This design comes from an exercise in tuning for small area on the open sky130 flow, not from production work. In this exercise RTL edits were held to simulation tests only and were not proved equivalent to the original. Power is estimated from default activity; no workload was simulated.

--- design.v ---
`timescale 1ns / 1ps
module Top_project (
    input clk,
    input reset,
    input [1:0] sw,
    input btnL,
    btnR,
    btnU,
    btnD,
    input rx,
    output tx,
    output [3:0] led,
    output [3:0] fnd_comm,
    output [7:0] fnd_font
);
    wire mode = sw[1];
    reg [5:0] bc;
    assign led = {mode & sw[0], mode & ~sw[0], ~mode & sw[0], ~mode & ~sw[0]};
    reg [1:0] cq;
    wire bc0 = ~bc[4] & ~bc[3] & ~bc[2] & ~bc[1] & ~bc[0];
    wire first = (cq == 2'd0) & bc0;
    always @(posedge clk, posedge reset) begin
        if (reset) cq <= 2'd0;
        else cq <= {cq[1] ^ (~first & cq[0]), cq[0] ^ ~first};
    end
    wire t4 = cq[1] & cq[0];
    wire [3:0] w_ms1, w_ms10;
    wire w_ms1_wrap = t4 & w_ms1[3] & w_ms1[0];
    wire w_c0 = w_ms10[3] & w_ms10[1];   
    digit10 W_MS1 (.clk(clk), .reset(reset), .clr(1'b0), .e(t4), .q(w_ms1));
    tens10 W_MS10 (.clk(clk), .reset(reset), .clr(1'b0), .e(w_ms1_wrap), .q(w_ms10));
    wire t16 = t4 & w_ms1[0] & (w_ms1[1] ^ w_ms10[0]);
    reg [2:0] sel;
    always @(posedge clk, posedge reset) begin
        if (reset) sel <= 3'd0;
        else sel <= {sel[2] ^ (t16 & sel[1] & sel[0]), sel[1] ^ (t16 & sel[0]), sel[0] ^ t16};
    end
    wire bc_wrap = ~bc[5] & bc[4] & bc[3] & ~bc[2] & ~bc[1] & bc[0];   
    always @(posedge clk, posedge reset) begin
        if (reset) bc <= 6'd0;
        else bc <= {6{~bc_wrap}} & {bc[4:0], ~(bc[5] ^ bc[4])};
    end
    wire tick = (cq != 2'd0) & bc0;
    wire bc1 = ~bc[5] & ~bc[4] & ~bc[3] & ~bc[2] & ~bc[1] & bc[0];
    wire bc4 = ~bc[5] & ~bc[4] & bc[3] & bc[2] & bc[1] & bc[0];
    wire bc5 = bc[4] & bc[3] & bc[2] & bc[1] & bc[0];
    reg [3:0] rh;
    reg rl3;
    reg [2:0] rlo;
    wire [3:0] rl = {rl3, rlo};
    reg [7:0] rdata;
    wire r_idle = ~rh[3] & rh[2] & ~rl3;
    wire r_end = tick & ~rh[3] & ~rh[2] & rh[0] & ~rl[3] & rl[2] & rl[1] & rl[0];
    wire rl15 = &rl;
    wire r_sample = tick & rl15 & rh[3];
    always @(posedge clk, posedge reset) begin
        if (reset) begin
            rh <= 4'd7;
            rl3 <= 1'b0;
        end else if (r_idle) begin
            rl3 <= ~rx;
        end else if (r_end) begin
            rh <= 4'd7;
            rl3 <= 1'b0;
        end else if (tick) begin
            rl3 <= rl3 ^ (&rlo);
            if (rl15) rh <= rh + 4'd1;
        end
    end
    always @(posedge clk) begin
        if (r_idle | r_end) rlo <= 3'd0;
        else if (tick) rlo <= rlo + 3'd1;
    end
    always @(posedge clk) begin
        if (r_sample) rdata <= {rx, rdata[7:1]};
    end
    reg [3:0] th, tl;
    wire [2:0] tp = th[2:0] - (rh[2:0] & {3{rh[3]}});
    reg tx_reg;
    wire t_idle = ~th[3] & ~th[2] & th[0];
    wire t_load = ~th[3] & ~th[2] & th[1] & bc4;
    wire tl0 = (tl == 4'd0);
    wire c_pulse = ~th[3] & th[2] & tl0 & bc5;
    always @(posedge clk, posedge reset) begin
        if (reset) begin
            th <= 4'd1;
            tx_reg <= 1'b1;
        end else begin
            if (r_end) th <= 4'd3;
            else if (t_load) th <= 4'd7;
            else if (tick & ~t_idle & (&tl)) th <= th + 4'd1;
            if ((bc1 & tl0) | c_pulse) tx_reg <= th[3] ? rdata[tp] : ~th[2];
        end
    end
    always @(posedge clk, posedge reset) begin
        if (reset) tl <= 4'd0;
        else if (r_end) tl <= 4'd0;
        else if (tick & ~t_idle) tl <= tl + 4'd1;
    end
    assign tx = tx_reg;
    wire c_v = c_pulse & ~rdata[7] & rdata[6];
    wire c_L = c_v & ((rdata[4] & rdata[3:0] == 4'h2) | (~rdata[4] & rdata[3:0] == 4'h8));
    wire c_R = c_v & ~rdata[4] & (rdata[3:0] == 4'h3);
    wire c_U = c_v & rdata[4] & (rdata[3:0] == 4'h3);
    wire c_D = c_v & ~rdata[4] & (rdata[3:0] == 4'hd);
    wire d_L, d_R, d_U, d_D;
    debounce U_dL (.clk(clk), .reset(reset), .t4(t4), .i_btn(btnL), .o_btn(d_L));
    debounce U_dR (.clk(clk), .reset(reset), .t4(t4), .i_btn(btnR), .o_btn(d_R));
    debounce U_dU (.clk(clk), .reset(reset), .t4(t4), .i_btn(btnU), .o_btn(d_U));
    debounce U_dD (.clk(clk), .reset(reset), .t4(t4), .i_btn(btnD), .o_btn(d_D));
    wire b_L = d_L | c_L;
    wire b_R = d_R | c_R;
    wire b_U = d_U | c_U;
    wire b_D = d_D | c_D;
    reg s_run, s_clr;
    always @(posedge clk, posedge reset) begin
        if (reset) begin
            s_run <= 1'b0;
            s_clr <= 1'b0;
        end else if (!mode) begin
            s_run <= s_run ? ~b_L : (~s_clr & b_L);
            s_clr <= s_clr ? b_R : (~s_run & ~b_L & b_R);
        end
    end
    reg [1:0] sd;
    reg s_tick;
    always @(posedge clk, posedge reset) begin
        if (reset) begin
            sd <= 2'd0;
            s_tick <= 1'b0;
        end else begin
            sd <= {~s_clr & (sd[1] ^ (s_run & sd[0])), ~s_clr & (sd[0] ^ s_run)};
            s_tick <= ~s_clr & (s_run ? sd[1] & sd[0] : s_tick);
        end
    end
    wire [3:0] s_ms1, s_ms10, s_s1, s_m1, s_h1;
    wire [2:0] s_s10, s_m10;
    wire [1:0] s_h10;
    wire s_c0 = s_ms10[3] & s_ms10[1];
    wire s_c1 = s_s10[2] & s_s10[1];
    wire s_c2 = s_m10[2] & s_m10[1];
    wire s_ms1_wrap = s_tick & s_ms1[3] & s_ms1[0];
    wire s_s1_wrap = s_c0 & s_s1[3] & s_s1[0];
    wire s_m1_wrap = s_c1 & s_m1[3] & s_m1[0];
    digit10 S_MS1 (.clk(clk), .reset(reset), .clr(s_clr), .e(s_tick), .q(s_ms1));
    tens10 S_MS10 (.clk(clk), .reset(reset), .clr(s_clr), .e(s_ms1_wrap), .q(s_ms10));
    digit10 S_S1 (.clk(clk), .reset(reset), .clr(s_clr), .e(s_c0), .q(s_s1));
    tens6 S_S10 (.clk(clk), .reset(reset), .clr(s_clr), .e(s_s1_wrap), .q(s_s10));
    digit10 S_M1 (.clk(clk), .reset(reset), .clr(s_clr), .e(s_c1), .q(s_m1));
    tens6 S_M10 (.clk(clk), .reset(reset), .clr(s_clr), .e(s_m1_wrap), .q(s_m10));
    hours #(.R1(4'd0), .R10(2'd0)) S_H (.clk(clk), .reset(reset), .clr(s_clr), .e(s_c2),
        .ones(s_h1), .tens(s_h10));
    reg [1:0] ws;
    always @(posedge clk, posedge reset) begin
        if (reset) ws <= 2'd0;
        else if (mode) begin
            case (ws)
                2'd0: ws <= b_U ? 2'd1 : b_D ? 2'd2 : b_L ? 2'd3 : 2'd0;
                2'd1: if (!b_U) ws <= 2'd0;
                2'd2: if (!b_D) ws <= 2'd0;
                2'd3: if (!b_L) ws <= 2'd0;
            endcase
        end
    end
    wire [3:0] w_s1, w_m1, w_h1;
    wire [2:0] w_s10, w_m10;
    wire [1:0] w_h10;
    wire w_c1 = w_s10[2] & w_s10[1];
    wire w_c2 = w_m10[2] & w_m10[1];
    wire w_s_e = w_c0 | (~ws[1] & ws[0]);
    wire w_m_e = w_c1 | (ws[1] & ~ws[0]);
    wire w_h_e = w_c2 | (ws[1] & ws[0]);
    wire w_s1_wrap = w_s_e & w_s1[3] & w_s1[0];
    wire w_m1_wrap = w_m_e & w_m1[3] & w_m1[0];
    digit10 W_S1 (.clk(clk), .reset(reset), .clr(1'b0), .e(w_s_e), .q(w_s1));
    tens6 W_S10 (.clk(clk), .reset(reset), .clr(1'b0), .e(w_s1_wrap), .q(w_s10));
    digit10 W_M1 (.clk(clk), .reset(reset), .clr(1'b0), .e(w_m_e), .q(w_m1));
    tens6 W_M10 (.clk(clk), .reset(reset), .clr(1'b0), .e(w_m1_wrap), .q(w_m10));
    hours #(.R1(4'd2), .R10(2'd1)) W_H (.clk(clk), .reset(reset), .clr(1'b0), .e(w_h_e),
        .ones(w_h1), .tens(w_h10));
    assign fnd_comm = {~(sel[1] & sel[0]), ~(sel[1] & ~sel[0]), ~(~sel[1] & sel[0]), ~(~sel[1] & ~sel[0])};
    wire [3:0] ms10 = mode ? w_ms10 : s_ms10;
    reg [3:0] a0, a1, b0, b1;
    always @(*) begin
        case (sel[1:0])
            2'd0: begin a0 = s_ms1; a1 = s_m1; b0 = w_ms1; b1 = w_m1; end
            2'd1: begin a0 = s_ms10; a1 = {s_m10[2] & s_m10[1], s_m10}; b0 = w_ms10; b1 = {w_m10[2] & w_m10[1], w_m10}; end
            2'd2: begin a0 = s_s1; a1 = s_h1; b0 = w_s1; b1 = w_h1; end
            default: begin a0 = {s_s10[2] & s_s10[1], s_s10}; a1 = {2'b00, s_h10}; b0 = {w_s10[2] & w_s10[1], w_s10}; b1 = {2'b00, w_h10}; end
        endcase
    end
    wire [3:0] d = mode ? (sw[0] ? b1 : b0) : (sw[0] ? a1 : a0);
    wire [6:0] seg;
    assign seg[0] = (d[2] & ~d[1] & ~d[0]) | (~d[3] & ~d[2] & ~d[1] & d[0]);
    assign seg[1] = (d[2] & ~d[1] & d[0]) | (~d[3] & d[2] & d[1] & ~d[0]);
    assign seg[2] = ~d[3] & ~d[2] & d[1] & ~d[0];
    assign seg[3] = (d[2] & ~d[1] & ~d[0]) | (d[2] & d[1] & d[0]) | (~d[3] & ~d[2] & ~d[1] & d[0]);
    assign seg[4] = d[0] | (d[2] & ~d[1]);
    assign seg[5] = ~((~d[1] & ~d[0]) | (d[2] & ~d[0]) | (d[2] & ~d[1]) | d[3]);
    assign seg[6] = (d[2] & d[1] & d[0]) | (~d[3] & ~d[2] & ~d[1]) | (d[3] & d[1]);
    wire lt50 = ~((ms10[3] & ~ms10[1]) | (ms10[2] & (ms10[1] | ms10[0])));   
    wire dot = sel[2] & sel[1] & ~sel[0] & lt50;
    assign fnd_font = {~dot, seg | {7{sel[2]}}};
endmodule
module debounce (
    input clk,
    input reset,
    input t4,
    input i_btn,
    output o_btn
);
    reg [3:0] n;
    wire s1 = t4 & i_btn;
    wire s0 = t4 & ~i_btn;
    always @(posedge clk, posedge reset) begin
        if (reset) n <= 4'd0;
        else if (n[3]) n <= {~s0, 2'b00, ~s0};
        else n <= {s1 & n[2] & n[1] & n[0],
                   t4 ? s1 & (n[2] ^ (n[1] & n[0])) : n[2],
                   t4 ? s1 & (n[1] ^ n[0]) : n[1],
                   t4 ? s1 & ~n[0] : n[0]};
    end
    assign o_btn = n[3] & ~n[0];
endmodule
module digit10 (
    input clk,
    input reset,
    input clr,
    input e,
    output reg [3:0] q
);
    always @(posedge clk, posedge reset) begin
        if (reset) q <= 4'd0;
        else q <= {4{~clr}} & {q[3] ^ (e & q[0] & (q[3] | (q[2] & q[1]))),
                              q[2] ^ (e & q[1] & q[0]),
                              q[1] ^ (e & q[0] & ~q[3]),
                              q[0] ^ e};
    end
endmodule
module tens10 (
    input clk,
    input reset,
    input clr,
    input e,
    output reg [3:0] q
);
    wire p = q[3] & q[1];
    always @(posedge clk, posedge reset) begin
        if (reset) q <= 4'd0;
        else q <= {4{~clr & ~p}} & {q[3] ^ (e & q[2] & q[1] & q[0]),
                                   q[2] ^ (e & q[1] & q[0]),
                                   q[1] ^ (e & q[0]),
                                   q[0] ^ e};
    end
endmodule
module tens6 (
    input clk,
    input reset,
    input clr,
    input e,
    output reg [2:0] q
);
    wire p = q[2] & q[1];
    always @(posedge clk, posedge reset) begin
        if (reset) q <= 3'd0;
        else q <= {3{~clr & ~p}} & {q[2] ^ (e & q[1] & q[0]),
                                   q[1] ^ (e & q[0]),
                                   q[0] ^ e};
    end
endmodule
module hours #(
    parameter [3:0] R1 = 4'd0,
    parameter [1:0] R10 = 2'd0
) (
    input clk,
    input reset,
    input clr,
    input e,
    output reg [3:0] ones,
    output reg [1:0] tens
);
    wire o9 = ones[3] & ones[0];
    wire top = tens[1] & ones[1] & ones[0];
    always @(posedge clk, posedge reset) begin
        if (reset) begin
            ones <= R1;
            tens <= R10;
        end else begin
            ones <= {4{~clr}} & {ones[3] ^ (e & ones[0] & (ones[3] | (ones[2] & ones[1]))),
                                 ones[2] ^ (e & ones[1] & ones[0] & ~tens[1]),
                                 ones[1] ^ (e & ones[0] & ~ones[3]),
                                 ones[0] ^ e};
            tens <= {2{~clr}} & {tens[1] ^ (e & ((o9 & tens[0]) | top)),
                                 tens[0] ^ (e & o9)};
        end
    end
endmodule
--- flow/run.sh ---
#!/bin/bash
# The standard layout flow (standard.sh, with its synthesis unchanged), with:
# - port buffers of the smallest buffer cell,
# - logic cells sized down before placement's repair_design, which then
#   buffers with small buffers only and sizes up wherever a limit needs it
#   (flow/downsize.tcl, generated by gen/make_downsize.py plus a dont_use
#   list of the large buffers for that step),
# - a clock tree of clkbuf_4 without dummy loads.
# ORFS writes each step's full log under orfs/logs/; make's own output goes
# to standard.log.
bash standard.sh \
  "BUFFER_PORTS_ARGS=-buffer_cell sky130_fd_sc_hd__buf_1" \
  "PRE_RESIZE_TCL=$PWD/flow/downsize.tcl" \
  "CTS_ARGS=-sink_clustering_enable -repair_clock_nets -buf_list sky130_fd_sc_hd__clkbuf_4 -dont_use_dummy_load" \
  finish > standard.log 2>&1
--- flow/downsize.tcl ---
# Run by the place_resized step before its repair_design (PRE_RESIZE_TCL).
# Swaps each logic cell that synthesis sized up for the smallest cell of the
# same function (same name but the drive-strength suffix). repair_design,
# which follows in the step, sizes cells back up or buffers wherever a
# slew, capacitance or fanout limit needs it. Registers are not touched.
set downsize_map [dict create \
  sky130_fd_sc_hd__a2111o_2 sky130_fd_sc_hd__a2111o_1 \
  sky130_fd_sc_hd__a2111o_4 sky130_fd_sc_hd__a2111o_1 \
  sky130_fd_sc_hd__a2111oi_1 sky130_fd_sc_hd__a2111oi_0 \
  sky130_fd_sc_hd__a2111oi_2 sky130_fd_sc_hd__a2111oi_0 \
  sky130_fd_sc_hd__a2111oi_4 sky130_fd_sc_hd__a2111oi_0 \
  sky130_fd_sc_hd__a211o_2 sky130_fd_sc_hd__a211o_1 \
  sky130_fd_sc_hd__a211o_4 sky130_fd_sc_hd__a211o_1 \
  sky130_fd_sc_hd__a211oi_2 sky130_fd_sc_hd__a211oi_1 \
  sky130_fd_sc_hd__a211oi_4 sky130_fd_sc_hd__a211oi_1 \
  sky130_fd_sc_hd__a21bo_4 sky130_fd_sc_hd__a21bo_1 \
  sky130_fd_sc_hd__a21boi_2 sky130_fd_sc_hd__a21boi_0 \
  sky130_fd_sc_hd__a21boi_4 sky130_fd_sc_hd__a21boi_0 \
  sky130_fd_sc_hd__a21o_2 sky130_fd_sc_hd__a21o_1 \
  sky130_fd_sc_hd__a21o_4 sky130_fd_sc_hd__a21o_1 \
  sky130_fd_sc_hd__a21oi_2 sky130_fd_sc_hd__a21oi_1 \
  sky130_fd_sc_hd__a21oi_4 sky130_fd_sc_hd__a21oi_1 \
  sky130_fd_sc_hd__a221o_2 sky130_fd_sc_hd__a221o_1 \
  sky130_fd_sc_hd__a221o_4 sky130_fd_sc_hd__a221o_1 \
  sky130_fd_sc_hd__a221oi_2 sky130_fd_sc_hd__a221oi_1 \
  sky130_fd_sc_hd__a221oi_4 sky130_fd_sc_hd__a221oi_1 \
  sky130_fd_sc_hd__a22o_2 sky130_fd_sc_hd__a22o_1 \
  sky130_fd_sc_hd__a22o_4 sky130_fd_sc_hd__a22o_1 \
  sky130_fd_sc_hd__a22oi_2 sky130_fd_sc_hd__a22oi_1 \
  sky130_fd_sc_hd__a22oi_4 sky130_fd_sc_hd__a22oi_1 \
  sky130_fd_sc_hd__a2bb2o_2 sky130_fd_sc_hd__a2bb2o_1 \
  sky130_fd_sc_hd__a2bb2o_4 sky130_fd_sc_hd__a2bb2o_1 \
  sky130_fd_sc_hd__a2bb2oi_2 sky130_fd_sc_hd__a2bb2oi_1 \
  sky130_fd_sc_hd__a2bb2oi_4 sky130_fd_sc_hd__a2bb2oi_1 \
  sky130_fd_sc_hd__a311o_2 sky130_fd_sc_hd__a311o_1 \
  sky130_fd_sc_hd__a311o_4 sky130_fd_sc_hd__a311o_1 \
  sky130_fd_sc_hd__a311oi_2 sky130_fd_sc_hd__a311oi_1 \
  sky130_fd_sc_hd__a311oi_4 sky130_fd_sc_hd__a311oi_1 \
  sky130_fd_sc_hd__a31o_4 sky130_fd_sc_hd__a31o_1 \
  sky130_fd_sc_hd__a31oi_2 sky130_fd_sc_hd__a31oi_1 \
  sky130_fd_sc_hd__a31oi_4 sky130_fd_sc_hd__a31oi_1 \
  sky130_fd_sc_hd__a32o_2 sky130_fd_sc_hd__a32o_1 \
  sky130_fd_sc_hd__a32o_4 sky130_fd_sc_hd__a32o_1 \
  sky130_fd_sc_hd__a32oi_2 sky130_fd_sc_hd__a32oi_1 \
  sky130_fd_sc_hd__a32oi_4 sky130_fd_sc_hd__a32oi_1 \
  sky130_fd_sc_hd__a41o_2 sky130_fd_sc_hd__a41o_1 \
  sky130_fd_sc_hd__a41o_4 sky130_fd_sc_hd__a41o_1 \
  sky130_fd_sc_hd__a41oi_2 sky130_fd_sc_hd__a41oi_1 \
  sky130_fd_sc_hd__a41oi_4 sky130_fd_sc_hd__a41oi_1 \
  sky130_fd_sc_hd__and2_2 sky130_fd_sc_hd__and2_0 \
  sky130_fd_sc_hd__and2_4 sky130_fd_sc_hd__and2_0 \
  sky130_fd_sc_hd__and2b_2 sky130_fd_sc_hd__and2b_1 \
  sky130_fd_sc_hd__and2b_4 sky130_fd_sc_hd__and2b_1 \
  sky130_fd_sc_hd__and3_2 sky130_fd_sc_hd__and3_1 \
  sky130_fd_sc_hd__and3_4 sky130_fd_sc_hd__and3_1 \
  sky130_fd_sc_hd__and3b_2 sky130_fd_sc_hd__and3b_1 \
  sky130_fd_sc_hd__and3b_4 sky130_fd_sc_hd__and3b_1 \
  sky130_fd_sc_hd__and4_2 sky130_fd_sc_hd__and4_1 \
  sky130_fd_sc_hd__and4_4 sky130_fd_sc_hd__and4_1 \
  sky130_fd_sc_hd__and4b_2 sky130_fd_sc_hd__and4b_1 \
  sky130_fd_sc_hd__and4b_4 sky130_fd_sc_hd__and4b_1 \
  sky130_fd_sc_hd__and4bb_4 sky130_fd_sc_hd__and4bb_1 \
  sky130_fd_sc_hd__buf_12 sky130_fd_sc_hd__buf_1 \
  sky130_fd_sc_hd__buf_16 sky130_fd_sc_hd__buf_1 \
  sky130_fd_sc_hd__buf_2 sky130_fd_sc_hd__buf_1 \
  sky130_fd_sc_hd__buf_4 sky130_fd_sc_hd__buf_1 \
  sky130_fd_sc_hd__buf_6 sky130_fd_sc_hd__buf_1 \
  sky130_fd_sc_hd__buf_8 sky130_fd_sc_hd__buf_1 \
  sky130_fd_sc_hd__bufbuf_16 sky130_fd_sc_hd__bufbuf_8 \
  sky130_fd_sc_hd__bufinv_16 sky130_fd_sc_hd__bufinv_8 \
  sky130_fd_sc_hd__ebufn_2 sky130_fd_sc_hd__ebufn_1 \
  sky130_fd_sc_hd__ebufn_4 sky130_fd_sc_hd__ebufn_1 \
  sky130_fd_sc_hd__ebufn_8 sky130_fd_sc_hd__ebufn_1 \
  sky130_fd_sc_hd__einvn_1 sky130_fd_sc_hd__einvn_0 \
  sky130_fd_sc_hd__einvn_2 sky130_fd_sc_hd__einvn_0 \
  sky130_fd_sc_hd__einvn_4 sky130_fd_sc_hd__einvn_0 \
  sky130_fd_sc_hd__einvn_8 sky130_fd_sc_hd__einvn_0 \
  sky130_fd_sc_hd__einvp_2 sky130_fd_sc_hd__einvp_1 \
  sky130_fd_sc_hd__einvp_4 sky130_fd_sc_hd__einvp_1 \
  sky130_fd_sc_hd__einvp_8 sky130_fd_sc_hd__einvp_1 \
  sky130_fd_sc_hd__fa_2 sky130_fd_sc_hd__fa_1 \
  sky130_fd_sc_hd__fa_4 sky130_fd_sc_hd__fa_1 \
  sky130_fd_sc_hd__ha_2 sky130_fd_sc_hd__ha_1 \
  sky130_fd_sc_hd__ha_4 sky130_fd_sc_hd__ha_1 \
  sky130_fd_sc_hd__inv_12 sky130_fd_sc_hd__inv_1 \
  sky130_fd_sc_hd__inv_16 sky130_fd_sc_hd__inv_1 \
  sky130_fd_sc_hd__inv_4 sky130_fd_sc_hd__inv_1 \
  sky130_fd_sc_hd__inv_6 sky130_fd_sc_hd__inv_1 \
  sky130_fd_sc_hd__inv_8 sky130_fd_sc_hd__inv_1 \
  sky130_fd_sc_hd__maj3_2 sky130_fd_sc_hd__maj3_1 \
  sky130_fd_sc_hd__maj3_4 sky130_fd_sc_hd__maj3_1 \
  sky130_fd_sc_hd__mux2_4 sky130_fd_sc_hd__mux2_1 \
  sky130_fd_sc_hd__mux2_8 sky130_fd_sc_hd__mux2_1 \
  sky130_fd_sc_hd__mux2i_2 sky130_fd_sc_hd__mux2i_1 \
  sky130_fd_sc_hd__mux2i_4 sky130_fd_sc_hd__mux2i_1 \
  sky130_fd_sc_hd__mux4_1 sky130_fd_sc_hd__mux4_2 \
  sky130_fd_sc_hd__mux4_4 sky130_fd_sc_hd__mux4_2 \
  sky130_fd_sc_hd__nand2_2 sky130_fd_sc_hd__nand2_1 \
  sky130_fd_sc_hd__nand2_4 sky130_fd_sc_hd__nand2_1 \
  sky130_fd_sc_hd__nand2_8 sky130_fd_sc_hd__nand2_1 \
  sky130_fd_sc_hd__nand2b_2 sky130_fd_sc_hd__nand2b_1 \
  sky130_fd_sc_hd__nand2b_4 sky130_fd_sc_hd__nand2b_1 \
  sky130_fd_sc_hd__nand3_2 sky130_fd_sc_hd__nand3_1 \
  sky130_fd_sc_hd__nand3_4 sky130_fd_sc_hd__nand3_1 \
  sky130_fd_sc_hd__nand3b_2 sky130_fd_sc_hd__nand3b_1 \
  sky130_fd_sc_hd__nand3b_4 sky130_fd_sc_hd__nand3b_1 \
  sky130_fd_sc_hd__nand4_2 sky130_fd_sc_hd__nand4_1 \
  sky130_fd_sc_hd__nand4_4 sky130_fd_sc_hd__nand4_1 \
  sky130_fd_sc_hd__nand4b_2 sky130_fd_sc_hd__nand4b_1 \
  sky130_fd_sc_hd__nand4b_4 sky130_fd_sc_hd__nand4b_1 \
  sky130_fd_sc_hd__nand4bb_2 sky130_fd_sc_hd__nand4bb_1 \
  sky130_fd_sc_hd__nand4bb_4 sky130_fd_sc_hd__nand4bb_1 \
  sky130_fd_sc_hd__nor2_2 sky130_fd_sc_hd__nor2_1 \
  sky130_fd_sc_hd__nor2_4 sky130_fd_sc_hd__nor2_1 \
  sky130_fd_sc_hd__nor2_8 sky130_fd_sc_hd__nor2_1 \
  sky130_fd_sc_hd__nor2b_2 sky130_fd_sc_hd__nor2b_1 \
  sky130_fd_sc_hd__nor2b_4 sky130_fd_sc_hd__nor2b_1 \
  sky130_fd_sc_hd__nor3_2 sky130_fd_sc_hd__nor3_1 \
  sky130_fd_sc_hd__nor3_4 sky130_fd_sc_hd__nor3_1 \
  sky130_fd_sc_hd__nor3b_2 sky130_fd_sc_hd__nor3b_1 \
  sky130_fd_sc_hd__nor3b_4 sky130_fd_sc_hd__nor3b_1 \
  sky130_fd_sc_hd__nor4_2 sky130_fd_sc_hd__nor4_1 \
  sky130_fd_sc_hd__nor4_4 sky130_fd_sc_hd__nor4_1 \
  sky130_fd_sc_hd__nor4b_2 sky130_fd_sc_hd__nor4b_1 \
  sky130_fd_sc_hd__nor4b_4 sky130_fd_sc_hd__nor4b_1 \
  sky130_fd_sc_hd__nor4bb_2 sky130_fd_sc_hd__nor4bb_1 \
  sky130_fd_sc_hd__nor4bb_4 sky130_fd_sc_hd__nor4bb_1 \
  sky130_fd_sc_hd__o2111a_2 sky130_fd_sc_hd__o2111a_1 \
  sky130_fd_sc_hd__o2111a_4 sky130_fd_sc_hd__o2111a_1 \
  sky130_fd_sc_hd__o2111ai_2 sky130_fd_sc_hd__o2111ai_1 \
  sky130_fd_sc_hd__o2111ai_4 sky130_fd_sc_hd__o2111ai_1 \
  sky130_fd_sc_hd__o211a_4 sky130_fd_sc_hd__o211a_1 \
  sky130_fd_sc_hd__o211ai_2 sky130_fd_sc_hd__o211ai_1 \
  sky130_fd_sc_hd__o211ai_4 sky130_fd_sc_hd__o211ai_1 \
  sky130_fd_sc_hd__o21a_2 sky130_fd_sc_hd__o21a_1 \
  sky130_fd_sc_hd__o21a_4 sky130_fd_sc_hd__o21a_1 \
  sky130_fd_sc_hd__o21ai_2 sky130_fd_sc_hd__o21ai_0 \
  sky130_fd_sc_hd__o21ai_4 sky130_fd_sc_hd__o21ai_0 \
  sky130_fd_sc_hd__o21ba_4 sky130_fd_sc_hd__o21ba_1 \
  sky130_fd_sc_hd__o21bai_2 sky130_fd_sc_hd__o21bai_1 \
  sky130_fd_sc_hd__o21bai_4 sky130_fd_sc_hd__o21bai_1 \
  sky130_fd_sc_hd__o221a_4 sky130_fd_sc_hd__o221a_1 \
  sky130_fd_sc_hd__o221ai_2 sky130_fd_sc_hd__o221ai_1 \
  sky130_fd_sc_hd__o221ai_4 sky130_fd_sc_hd__o221ai_1 \
  sky130_fd_sc_hd__o22a_2 sky130_fd_sc_hd__o22a_1 \
  sky130_fd_sc_hd__o22a_4 sky130_fd_sc_hd__o22a_1 \
  sky130_fd_sc_hd__o22ai_2 sky130_fd_sc_hd__o22ai_1 \
  sky130_fd_sc_hd__o22ai_4 sky130_fd_sc_hd__o22ai_1 \
  sky130_fd_sc_hd__o2bb2a_2 sky130_fd_sc_hd__o2bb2a_1 \
  sky130_fd_sc_hd__o2bb2a_4 sky130_fd_sc_hd__o2bb2a_1 \
  sky130_fd_sc_hd__o2bb2ai_2 sky130_fd_sc_hd__o2bb2ai_1 \
  sky130_fd_sc_hd__o2bb2ai_4 sky130_fd_sc_hd__o2bb2ai_1 \
  sky130_fd_sc_hd__o311a_2 sky130_fd_sc_hd__o311a_1 \
  sky130_fd_sc_hd__o311a_4 sky130_fd_sc_hd__o311a_1 \
  sky130_fd_sc_hd__o311ai_2 sky130_fd_sc_hd__o311ai_0 \
  sky130_fd_sc_hd__o311ai_4 sky130_fd_sc_hd__o311ai_0 \
  sky130_fd_sc_hd__o31a_2 sky130_fd_sc_hd__o31a_1 \
  sky130_fd_sc_hd__o31a_4 sky130_fd_sc_hd__o31a_1 \
  sky130_fd_sc_hd__o31ai_2 sky130_fd_sc_hd__o31ai_1 \
  sky130_fd_sc_hd__o31ai_4 sky130_fd_sc_hd__o31ai_1 \
  sky130_fd_sc_hd__o32a_2 sky130_fd_sc_hd__o32a_1 \
  sky130_fd_sc_hd__o32a_4 sky130_fd_sc_hd__o32a_1 \
  sky130_fd_sc_hd__o32ai_2 sky130_fd_sc_hd__o32ai_1 \
  sky130_fd_sc_hd__o32ai_4 sky130_fd_sc_hd__o32ai_1 \
  sky130_fd_sc_hd__o41a_2 sky130_fd_sc_hd__o41a_1 \
  sky130_fd_sc_hd__o41a_4 sky130_fd_sc_hd__o41a_1 \
  sky130_fd_sc_hd__o41ai_2 sky130_fd_sc_hd__o41ai_1 \
  sky130_fd_sc_hd__o41ai_4 sky130_fd_sc_hd__o41ai_1 \
  sky130_fd_sc_hd__or2_4 sky130_fd_sc_hd__or2_0 \
  sky130_fd_sc_hd__or2b_2 sky130_fd_sc_hd__or2b_1 \
  sky130_fd_sc_hd__or2b_4 sky130_fd_sc_hd__or2b_1 \
  sky130_fd_sc_hd__or3_2 sky130_fd_sc_hd__or3_1 \
  sky130_fd_sc_hd__or3_4 sky130_fd_sc_hd__or3_1 \
  sky130_fd_sc_hd__or3b_4 sky130_fd_sc_hd__or3b_1 \
  sky130_fd_sc_hd__or4_2 sky130_fd_sc_hd__or4_1 \
  sky130_fd_sc_hd__or4_4 sky130_fd_sc_hd__or4_1 \
  sky130_fd_sc_hd__or4b_4 sky130_fd_sc_hd__or4b_1 \
  sky130_fd_sc_hd__or4bb_2 sky130_fd_sc_hd__or4bb_1 \
  sky130_fd_sc_hd__or4bb_4 sky130_fd_sc_hd__or4bb_1 \
  sky130_fd_sc_hd__sedfxbp_2 sky130_fd_sc_hd__sedfxbp_1 \
  sky130_fd_sc_hd__sedfxtp_2 sky130_fd_sc_hd__sedfxtp_1 \
  sky130_fd_sc_hd__sedfxtp_4 sky130_fd_sc_hd__sedfxtp_1 \
  sky130_fd_sc_hd__xnor2_2 sky130_fd_sc_hd__xnor2_1 \
  sky130_fd_sc_hd__xnor2_4 sky130_fd_sc_hd__xnor2_1 \
  sky130_fd_sc_hd__xnor3_2 sky130_fd_sc_hd__xnor3_1 \
  sky130_fd_sc_hd__xnor3_4 sky130_fd_sc_hd__xnor3_1 \
  sky130_fd_sc_hd__xor2_2 sky130_fd_sc_hd__xor2_1 \
  sky130_fd_sc_hd__xor2_4 sky130_fd_sc_hd__xor2_1 \
  sky130_fd_sc_hd__xor3_2 sky130_fd_sc_hd__xor3_1 \
  sky130_fd_sc_hd__xor3_4 sky130_fd_sc_hd__xor3_1 \
]
set n_downsized 0
foreach inst [[ord::get_db_block] getInsts] {
  set master [[$inst getMaster] getName]
  if { [dict exists $downsize_map $master] } {
    replace_cell [$inst getName] [dict get $downsize_map $master]
    incr n_downsized
  }
}
puts "downsize: replaced $n_downsized instances with smaller cells of the same function"

# Let this step's repair_design buffer with small buffers only.
set big_buffers {}
foreach cell [get_lib_cells {sky130_fd_sc_hd__buf_* sky130_fd_sc_hd__clkbuf_* sky130_fd_sc_hd__bufbuf_* sky130_fd_sc_hd__clkdlybuf4s* sky130_fd_sc_hd__dlygate* sky130_fd_sc_hd__dlymetal*}] {
  if { [get_property $cell area] > 7.6 } {
    lappend big_buffers $cell
  }
}
set_dont_use $big_buffers
puts "downsize: [llength $big_buffers] large buffer cells not used by this step"
--- standard.sh ---
#!/bin/bash
# synth_recipe.tcl (not shown) runs the flow's synth.tcl, then flattens the netlist and writes it again
# the make line also repeats each setting of config.mk as NAME=value (left out here)
make -C /OpenROAD-flow-scripts/flow DESIGN_CONFIG=/design/flow/config.mk WORK_HOME=/design/flow/orfs CLKGATE_MAP_FILE= SYNTH_SCRIPT=/design/flow/synth_recipe.tcl "${@:-finish}"
--- config.mk ---
export PLATFORM = sky130hd
export DESIGN_NAME = Top_project
export DESIGN_NICKNAME = Top_project
export VERILOG_FILES = /design/flow/design.v
export SDC_FILE = /design/flow/constraint.sdc
export NUM_CORES = 4
export LEC_CHECK = 0
export CAP_MARGIN = 20
export CORE_MARGIN = 2
export CORE_UTILIZATION = 40
export SLEW_MARGIN = 20
--- constraint.sdc ---
create_clock -name core_clock -period 12.0 [get_ports {clk}]
set_input_delay 2.4000 -clock core_clock [delete_from_list [all_inputs] [get_ports {clk}]]
set_output_delay 2.4000 -clock core_clock [all_outputs]
set_load 0.01 [all_outputs]
==> flow_summary.yaml <==
drt:
  drt_iter0_markers: 284
  wl_per_cell_um: 15.13
  vias: 4443
  drt.antenna.violating_nets: 0
  wirelength_mm: 12.16
  vias_per_cell: 5.526
  drc: 0
  drt_first_pass_iters: 5
synthesis:
  postSynthCellCount: 588
  synth_edf_count: 8
  synth-main-ff-cell: "dfrtp_1"
  synth-seq-cells: 115
  syn-mean-instance-area_um2: 10.39
  synth_top_area_share: 0.3971
  synth_most_common_cell: "dfrtp_1"
  synth_nets: 629
  synth-async-reset-ratio: 0.9043
  synth.distinct_cells: 61
  yosys_warnings: 7
  yosysSeqAreaShare: 0.4764
  synth_area_um2: 6112
  synthTopCellsByCount: "dfrtp_1 (97), nor2_1 (43), a21oi_1 (40), inv_1 (36), nand2_1 (35)"
  synthTopCellsByArea: "dfrtp_1 (40%), ha_1 (6.3%), mux4_2 (4.4%)"
  synth_top_area_cell: "dfrtp_1"
cells_and_area:
  fillers: 1476
  fin_util: 0.4300
  max_flop_register: "rdata"
  layout-drive-gt1-share: 0.08279
  largest_reg_flops: 8
  multi_input_area_um2: 2949
  nNetsFinal: 659
  diodes: 0
  area_delta_synth_final_pct: 6.162
  final-seq-area_um2: 2912
  reg.largest.list: "rdata x8, bc x6"
timing:
  max_freq_ghz: 0.1456
  slew_viol_final: 0
  grt_setup_unrepaired: "no"
  tns_ns: 0
  fin_crit_sh: 0.5724
  relSlewSlack: 0.2755
  holdWs_ns: 0.4283
  finalSetupViolCount: 0
  hold_violations: 0
  worst_pin_slew_ns: 1.087
  finalClockSkew_ns: 0.01798
  min_period_ns: 6.869
run_status:
  status: "finished clean"
job:
  maxCapViolCount: 0
worst_setup_path:
  critPathArrivalTime_ns: 4.47
  path_delay_family: "buffers and inverters"
  start_kind: "input pin"
  r2r-start: "bc[3]"
  regToRegSetupSlack_ns: 9.09
  critPathKind: "input pin to output port"
  cp_max_fo: 15
  cp.required_ns: 9.60
  r2r_end: "th[3]"
  cpMostUsedCell: "buf_1"
  cp_cell_sequence: "buf_1 > inv_1 > a221o_1 > a31o_2 > or2_2 > o211ai_1 > buf_1"
  cpMaxStageDelayCell: "buf_1"
  reg2reg_depth: 6
  worstSetupEndpointType: "output port"
  cp_slowest_stage_delay_ns: 0.47
  path_buf_inv: 3
clock_network:
  root_buffer: "clkbuf_4"
  cts_buffers: 17
  cts_setup_buffers: 0
  clk_pin_slew_ns: 0.07
  clock_path_buffers: 2
  cts.sinks: 115
  cts_resized: 0
  cts_tree: "done"
  holdBufCountCts: 0
  h-tree-depth: 4
  clk_latency_ns: 0.51
global_routing:
  grt_max_degree: 35
  grt_pass1_wl_mm: 21.03
  grt_antenna_before_repair: 0
  grt.total_usage: 0.1616
  grt_overflow: 0
  first_global_vias: 4407
placed_design:
  gp_congestion: 0.8435
  place_hpwl_mm: 9.052
  place.port_buffers: 25
floorplanning:
  die_h_um: 127.6
  die_w_um: 127.6
  die_area_um2: 16290
  start_util: 0.4051
  row_count: 45
  ioPinCount: 26
  coreArea_um2: 15090
hold_path:
  min_to: "bc[3]"
  hp-class: "register to register"
  hold_depth: 0
  hold_start: "bc[2]"
pwr:
  power_uw: 683.7
  p_leak_uw: 0.002859
  power.density_nw_per_um2: 105.4
  vdd_drop_max_mv: 0.05812
[worst reg2reg max path: cells and delay by family (launching register included)]
family,cells,cell delay [ns]
DFF,1,0.45
xor gates and xnor gates,1,0.15
and+or+nand+nor,4,1.28
AOI/OAI and AO/OA,1,0.96
[layout make-up]
type,count,area share
Inverter,36,0.02083
Tap cell,188,0.03625
Timing Repair Buffer,31,0.02005
Sequential cell,115,0.4487
Multi-Input combinational cell,417,0.4545
Clock buffer,17,0.01967
[layer usage]
layer  global-route usage  part of all wire  vias up  routed length (um)
li1                     -                 -     2153                   -
met1               0.2060              0.46     2184                5616
met2               0.2639              0.48       91                5873
met3              0.04439             0.039       15                 469
met4              0.05947             0.017        0                 205
met5                    0                 0        -                   0
[kinds of logic (layout without fill, tap and decap cells)]
logic type / after synthesis / after routing / synth area share
compound gates: 112 / 112 / 0.1177
fa+ha+maj: 33 / 33 / 0.06837
simple gates: 208 / 208 / 0.1775
mux: 29 / 29 / 0.07308
xor+xnor: 35 / 35 / 0.05015
flops: 115 / 115 / 0.4764
buf+inv: 56 / 84 / 0.03685
[power by group]
part,switching (uW),internal [uW]
clock network,121,64.6
logic,25.7,26.1
registers,30.2,416
total,177,507
[through the flow]
step                      instance area [um2]  worst slack, ns  instances
after CTS                                6480            5.143        804
final                                    6489            5.131        804
after detailed placement                 6352            5.145        787
after floorplan                          6112            5.654        588
after global placement                   6376            5.245        784
after global routing                     6489            4.957        804
[worst max-delay path by stage]
stage,start,end,slack (ns),cells past startpoint
after detailed placement,sw[1],fnd_font[3],5.14,7
after global routing,sw[1],fnd_font[0],4.96,7
after CTS,sw[1],fnd_font[3],5.14,7
final,sw[1],fnd_font[3],5.13,7
after floorplan,sw[1],fnd_font[2],5.65,6
after global placement,sw[1],fnd_font[3],5.25,7
[placed cells by master (no fill, tap or decap), types with 3 or more instances in the layout]
master,n
buf_1,26
nand2b_1,16
and2_1,8
a21oi_1,40
or2_2,3
o211ai_1,3
nand3_1,32
nand2_1,35
o21ai_0,28
dfrtp_1,97
dfstp_2,7
mux4_2,12
nor2b_1,16
a21o_1,4
a211oi_1,3
nand4_1,9
o221ai_1,4
ha_1,31
mux2i_1,12
buf_4,3
and3_1,11
edfxtp_1,8
nor3b_1,6
a41oi_1,5
nor3_1,16
xor2_1,12
a31oi_1,5
and4_1,3
mux2_2,5
inv_1,36
clkbuf_4,17
a22o_1,5
xnor2_1,23
nor2_1,43
dfxtp_1,3

-- afterwards: timing with drivers on the ports --
In the flow no input, the clock included, has a driving cell. The finished layout below was timed again as built, in two steps.
Step 1 (the two cells are an assumption about what drives the block):
set clk [get_ports {clk}]
set_driving_cell -lib_cell sky130_fd_sc_hd__clkbuf_16 $clk
set_driving_cell -lib_cell sky130_fd_sc_hd__buf_2 [delete_from_list [all_inputs] $clk]
Step 2 adds t to the input delays and takes it off the output delays; t is the mean of the earliest and latest rising clock arrival at the registers after step 1. Input paths then give back, and output paths get back, about the clock's delay inside the block.
Slacks: ideal / step 1 / step 2; pairs: ideal / step 1.
t (ns): 0.528
slack for setup (ns): 5.131 / 5.101 / 5.101
hold slack, ns: 0.428 / 0.428 / 0.428
After both steps setup and hold are still met in this run. For this run, drivers alone change the setup slack by -0.030 ns; drivers and shift together by -0.030 ns.
